Context: an optimization exercise on an open-source flow, tuned for small area and a short achievable clock period. The choices shown serve that exercise and are no tape-out recipe.

==> job 842 <==
## cordic_sin_cos
module cordic_sin_cos(clk, rst, target_angle, x_res, y_res);
Settings: LEC_CHECK=0, ABC_AREA=1, CAP_MARGIN=20, CORE_MARGIN=2, CORE_UTILIZATION=40, SLEW_MARGIN=20; clock period 35.0 ns.
run.sh (not shown) runs the stock make flow with config.mk's settings and CLKGATE_MAP_FILE= SYNTH_SCRIPT=/design/flow/synth_recipe.tcl, a recipe that flattens the netlist after the stock synthesis.
==> job 5902: changes against job 842 <==
--- a/flow/design.v
+++ b/flow/design.v
@@ -142,107 +142,91 @@
   case (d[7:7])
    1'b0: dr8 = (zs7_u[5] | (zs7_u[4] & (zs7_u[3] & (zs7_u[2] | (zs7_u[1] | zs7_u[0])))));
    1'b1: dr8 = (zs7_u[5] & (zs7_u[4] | (zs7_u[3] | (zs7_u[2] & (zs7_u[1] & zs7_u[0])))));
   endcase
  end
  assign d[8] = dr8;
- wire [5:0] ti = {q3, q2, d[3:0]};
+ wire [7:0] ti = {q3, q2, d[5:0]};
  wire [16:0] xt, yt;
- wire [63:0] tbx0 = 64'hf0f0f0f01a1af0f0;
- wire [63:0] tby0 = 64'h1a1a1a1af0f01a1a;
+ wire [255:0] tbx0 = 256'hcfd2b40ccfd2b40ccfd2b40ccfd2b40c250b92f6250b92f6cfd2b40ccfd2b40c;
+ wire [255:0] tby0 = 256'h250b92f6250b92f6250b92f6250b92f6cfd2b40ccfd2b40c250b92f6250b92f6;
  assign xt[0] = tbx0[ti];
  assign yt[0] = tby0[ti];
- wire [63:0] tbx1 = 64'h828d828d33d6727d;
- wire [63:0] tby1 = 64'h33d633d6727d29cc;
+ wire [255:0] tbx1 = 256'h4ea7040a5cce6dbd4ea7040a5cce6dbd6a78f221e144cee08175b006931cd9b1;
+ wire [255:0] tby1 = 256'h6a78f221e144cee06a78f221e144cee08175b006931cd9b14f7360d7c44f5c16;
  assign xt[1] = tbx1[ti];
  assign yt[1] = tby1[ti];
- wire [63:0] tbx2 = 64'h3eff3effeea9cc02;
- wire [63:0] tby2 = 64'heea9eea9cc02d577;
+ wire [255:0] tbx2 = 256'h9527209b15e5e7d89527209b15e5e7d827ca4a40e71d8d125ad09495ca3b1a65;
+ wire [255:0] tby2 = 256'h27ca4a40e71d8d1227ca4a40e71d8d125ad09495ca3b1a6548b1b8b7025253e4;
  assign xt[2] = tbx2[ti];
  assign yt[2] = tby2[ti];
- wire [63:0] tbx3 = 64'h40824082d714be7d;
- wire [63:0] tby3 = 64'hd714d714be7d28eb;
+ wire [255:0] tbx3 = 256'h6ad87d2e707e1b756ad87d2e707e1b7558b5ec58fd6872ecb52fc9b1af81e488;
+ wire [255:0] tby3 = 256'h58b5ec58fd6872ec58b5ec58fd6872ecb52fc9b1af81e488374e16af1a37ad1a;
  assign xt[3] = tbx3[ti];
  assign yt[3] = tby3[ti];
- wire [63:0] tbx4 = 64'h4ad24ad2d2b4b42d;
- wire [63:0] tby4 = 64'hd2b4d2b4b42d2d4b;
+ wire [255:0] tbx4 = 256'h4623d5d66bebc4604623d5d66bebc4605c46bebcc2029dc4b9dc286994143b9d;
+ wire [255:0] tby4 = 256'h5c46bebcc2029dc45c46bebcc2029dc4b9dc286994143b9d23b940433d7d623a;
  assign xt[4] = tbx4[ti];
  assign yt[4] = tby4[ti];
- wire [63:0] tbx5 = 64'hc893c8939336366c;
- wire [63:0] tby5 = 64'h93369336366c6cc9;
+ wire [255:0] tbx5 = 256'h35258575aee1a4ae35258575aee1a4aeef4f1eef08070d09cada788a511e5b53;
+ wire [255:0] tby5 = 256'hef4f1eef08070d09ef4f1eef08070d09cada788a511e5b5390b0e010f778f2f7;
  assign xt[5] = tbx5[ti];
  assign yt[5] = tby5[ti];
- wire [63:0] tbx6 = 64'h76ee76eeee888811;
- wire [63:0] tby6 = 64'hee88ee8888111177;
+ wire [255:0] tbx6 = 256'h24362a6e76146c2424362a6e76146c244d6c41c8ecfdc94ddbc9d79189eb93db;
+ wire [255:0] tby6 = 256'h4d6c41c8ecfdc94d4d6c41c8ecfdc94ddbc9d79189eb93dbb293bf37138236b2;
  assign xt[6] = tbx6[ti];
  assign yt[6] = tby6[ti];
- wire [63:0] tbx7 = 64'h4ad24ad2d2b4b42d;
- wire [63:0] tby7 = 64'hd2b4d2b4b42d2d4b;
+ wire [255:0] tbx7 = 256'h69e0235e7ac4079669e0235e7ac40796c38546f8e09d5e3c961fdca1853bf869;
+ wire [255:0] tby7 = 256'hc38546f8e09d5e3cc38546f8e09d5e3c961fdca1853bf8693c7ab9071f62a1c3;
  assign xt[7] = tbx7[ti];
  assign yt[7] = tby7[ti];
- wire [63:0] tbx8 = 64'h376c376c6cc9c993;
- wire [63:0] tby8 = 64'h6cc96cc9c9939336;
+ wire [255:0] tbx8 = 256'h17703ab42d5c0ee817703ab42d5c0ee87ee5602d4bf95881e88fc54bd2a3f117;
+ wire [255:0] tby8 = 256'h7ee5602d4bf958817ee5602d4bf95881e88fc54bd2a3f117811a9fd2b406a77e;
  assign xt[8] = tbx8[ti];
  assign yt[8] = tby8[ti];
- wire [63:0] tbx9 = 64'h28142814417dd7eb;
- wire [63:0] tby9 = 64'h417d417dd7ebbe82;
+ wire [255:0] tbx9 = 256'h76201a4c3258046e76201a4c3258046eec4570d964f15dc889dfe5b3cda7fb91;
+ wire [255:0] tby9 = 256'hec4570d964f15dc8ec4570d964f15dc889dfe5b3cda7fb9113ba8f269b0ea237;
  assign xt[9] = tbx9[ti];
  assign yt[9] = tby9[ti];
- wire [63:0] tbx10 = 64'h93c993c936936c36;
- wire [63:0] tby10 = 64'h369336936c36c96c;
+ wire [255:0] tbx10 = 256'h8595a5edb7a5a9a18595a5edb7a5a9a11f3f0f8b2e0f03077a6a5a12485a565e;
+ wire [255:0] tby10 = 256'h1f3f0f8b2e0f03071f3f0f8b2e0f03077a6a5a12485a565ee0c0f074d1f0fcf8;
  assign xt[10] = tbx10[ti];
  assign yt[10] = tby10[ti];
- wire [63:0] tbx11 = 64'hb5adb5ad2f0b4a52;
- wire [63:0] tby11 = 64'h2f0b2f0b4a52d0f4;
+ wire [255:0] tbx11 = 256'h3e140c142830287c3e140c142830287c687d597d416541e9c1ebf3ebd7cfd783;
+ wire [255:0] tby11 = 256'h687d597d416541e9687d597d416541e9c1ebf3ebd7cfd7839782a682be9abe16;
  assign xt[11] = tbx11[ti];
  assign yt[11] = tby11[ti];
- wire [63:0] tbx12 = 64'h3c3c3c3c6969c3c3;
- wire [63:0] tby12 = 64'h69696969c3c39696;
+ wire [255:0] tbx12 = 256'h119253dbca498800119253dbca4988057734f6b290d3115fee6dac2435b677f;
+ wire [255:0] tby12 = 256'h57734f6b290d311557734f6b290d3115fee6dac2435b677fa88cb094d6f2ceea;
  assign xt[12] = tbx12[ti];
  assign yt[12] = tby12[ti];
- wire [63:0] tbx13 = 64'h20042004455ddffb;
- wire [63:0] tby13 = 64'h455d455ddffbbaa2;
+ wire [255:0] tbx13 = 256'h89bd3004200cbd9189bd3004200cbd91132b655d45592b377642cffbdff3426e;
+ wire [255:0] tby13 = 256'h132b655d45592b37132b655d45592b377642cffbdff3426eecd49aa2baa6d4c8;
  assign xt[13] = tbx13[ti];
  assign yt[13] = tby13[ti];
- wire [63:0] tbx14 = 64'h118811887711ee77;
- wire [63:0] tby14 = 64'h77117711ee7788ee;
+ wire [255:0] tbx14 = 256'h309911881188990c309911881188990c6533771177113359cf66ee77ee7766f3;
+ wire [255:0] tby14 = 256'h65337711771133596533771177113359cf66ee77ee7766f39acc88ee88eecca6;
  assign xt[14] = tbx14[ti];
  assign yt[14] = tby14[ti];
- wire [63:0] tbx15 = 64'h99009905335f66f;
- wire [63:0] tby15 = 64'h53355335f66facca;
+ wire [255:0] tbx15 = 256'h98109900990819009810990099081905317533553351735f67ef66ff66f7e6f;
+ wire [255:0] tby15 = 256'h53175335533517355317533553351735f67ef66ff66f7e6face8accaaccae8ca;
  assign xt[15] = tbx15[ti];
  assign yt[15] = tby15[ti];
- wire [63:0] tbx16 = 64'h7ffe7ffeeaa88001;
- wire [63:0] tby16 = 64'heaa8eaa880011557;
+ wire [255:0] tbx16 = 256'h7fff7ffe7ffefffe7fff7ffe7ffefffeeaaaeaa8eaa8aaa88000800180010001;
+ wire [255:0] tby16 = 256'heaaaeaa8eaa8aaa8eaaaeaa8eaa8aaa880008001800100011555155715575557;
  assign xt[16] = tbx16[ti];
  assign yt[16] = tby16[ti];
  wire qn = q2 | q3;
- wire [16:0] tx4 = {{4{yt[16]}}, yt[16:4]};
- wire [16:0] ty4 = {{4{xt[16]}}, xt[16:4]};
- wire zx4 = ~|xt[3:0];
- wire zy4 = ~|yt[3:0];
- wire cx4 = q3 ? ~(d[4] ^ zy4) : d[4];
- wire cy4 = qn ? (d[4] ^ zx4) : ~d[4];
- wire [16:0] x5 = xt + (tx4 ^ {17{d[4]}}) + cx4;
- wire [16:0] y5 = yt + (ty4 ^ {17{~d[4]}}) + cy4;
- wire [16:0] tx5 = {{5{y5[16]}}, y5[16:5]};
- wire [16:0] ty5 = {{5{x5[16]}}, x5[16:5]};
- wire zx5 = ~|x5[4:0];
- wire zy5 = ~|y5[4:0];
- wire cx5 = q3 ? ~(d[5] ^ zy5) : d[5];
- wire cy5 = qn ? (d[5] ^ zx5) : ~d[5];
- wire [16:0] x6 = x5 + (tx5 ^ {17{d[5]}}) + cx5;
- wire [16:0] y6 = y5 + (ty5 ^ {17{~d[5]}}) + cy5;
- wire [16:0] tx6 = {{6{y6[16]}}, y6[16:6]};
- wire [16:0] ty6 = {{6{x6[16]}}, x6[16:6]};
- wire zx6 = ~|x6[5:0];
- wire zy6 = ~|y6[5:0];
+ wire [16:0] tx6 = {{6{yt[16]}}, yt[16:6]};
+ wire [16:0] ty6 = {{6{xt[16]}}, xt[16:6]};
+ wire zx6 = ~|xt[5:0];
+ wire zy6 = ~|yt[5:0];
  wire cx6 = q3 ? ~(d[6] ^ zy6) : d[6];
  wire cy6 = qn ? (d[6] ^ zx6) : ~d[6];
- wire [16:0] x7 = x6 + (tx6 ^ {17{d[6]}}) + cx6;
- wire [16:0] y7 = y6 + (ty6 ^ {17{~d[6]}}) + cy6;
+ wire [16:0] x7 = xt + (tx6 ^ {17{d[6]}}) + cx6;
+ wire [16:0] y7 = yt + (ty6 ^ {17{~d[6]}}) + cy6;
  wire [16:0] tx7 = {{7{y7[16]}}, y7[16:7]};
  wire [16:0] ty7 = {{7{x7[16]}}, x7[16:7]};
  wire zx7 = ~|x7[6:0];
  wire zy7 = ~|y7[6:0];
  wire cx7 = q3 ? ~(d[7] ^ zy7) : d[7];
  wire cy7 = qn ? (d[7] ^ zx7) : ~d[7];
==> out/qor.csv <==
metric,value,unit
status,"complete, no violations",
Adder-Cell Fraction of Synth Area,22.5,%
first-pass GRT wire length,50400,um
Post-Synthesis Cell Area,11300,um^2
largest family of logic cells by synthesized area,adder cells,
Final nets,1949,
Non-clk bufs,61,
grt met3 use,0.572,%
Source of the figures above: job 842

==> out/qor.csv <==
metric,value,unit
Non-clk bufs,69,
first-pass GRT wire length,74800,um
Post-Synthesis Cell Area,11300,um^2
Final nets,2064,
largest family of logic cells by synthesized area,simple AND/OR/NAND/NOR gates,
Adder-Cell Fraction of Synth Area,15.0,%
status,"complete, no violations",
Source of the figures above: job 5902

Function was not checked in any run of this note: the RTL went through the layout flow alone.

[re-timing with driven ports]
No port has a modelled driver above. Below, the same layouts with a new extraction and two added sets of constraints.
Step 1, drivers: a clkbuf_16 drives clk and a buf_2 each remaining input, both assumed.
Step 2 adds t to the input delays and takes it off the output delays; t is the mean of the earliest and latest rising clock arrival at the registers after step 1. Input paths then give back, and output paths get back, about the clock's delay inside the block.
Three values: no drivers, after step 1, after step 2; two values: the first two.
run | t, ns | slack for setup (ns) | clock arrival spread, ns
job 842 | 0.307 | 9.369 / 9.378 / 9.071 | 0.008 / 0.008
job 5902 | 0.312 | 9.805 / 9.818 / 9.506 | 0.004 / 0.004
After both steps every run listed still meets setup and hold. The setup slack of job 5902, which loses most, moves by +0.013 ns with the drivers and by -0.299 ns with both steps.
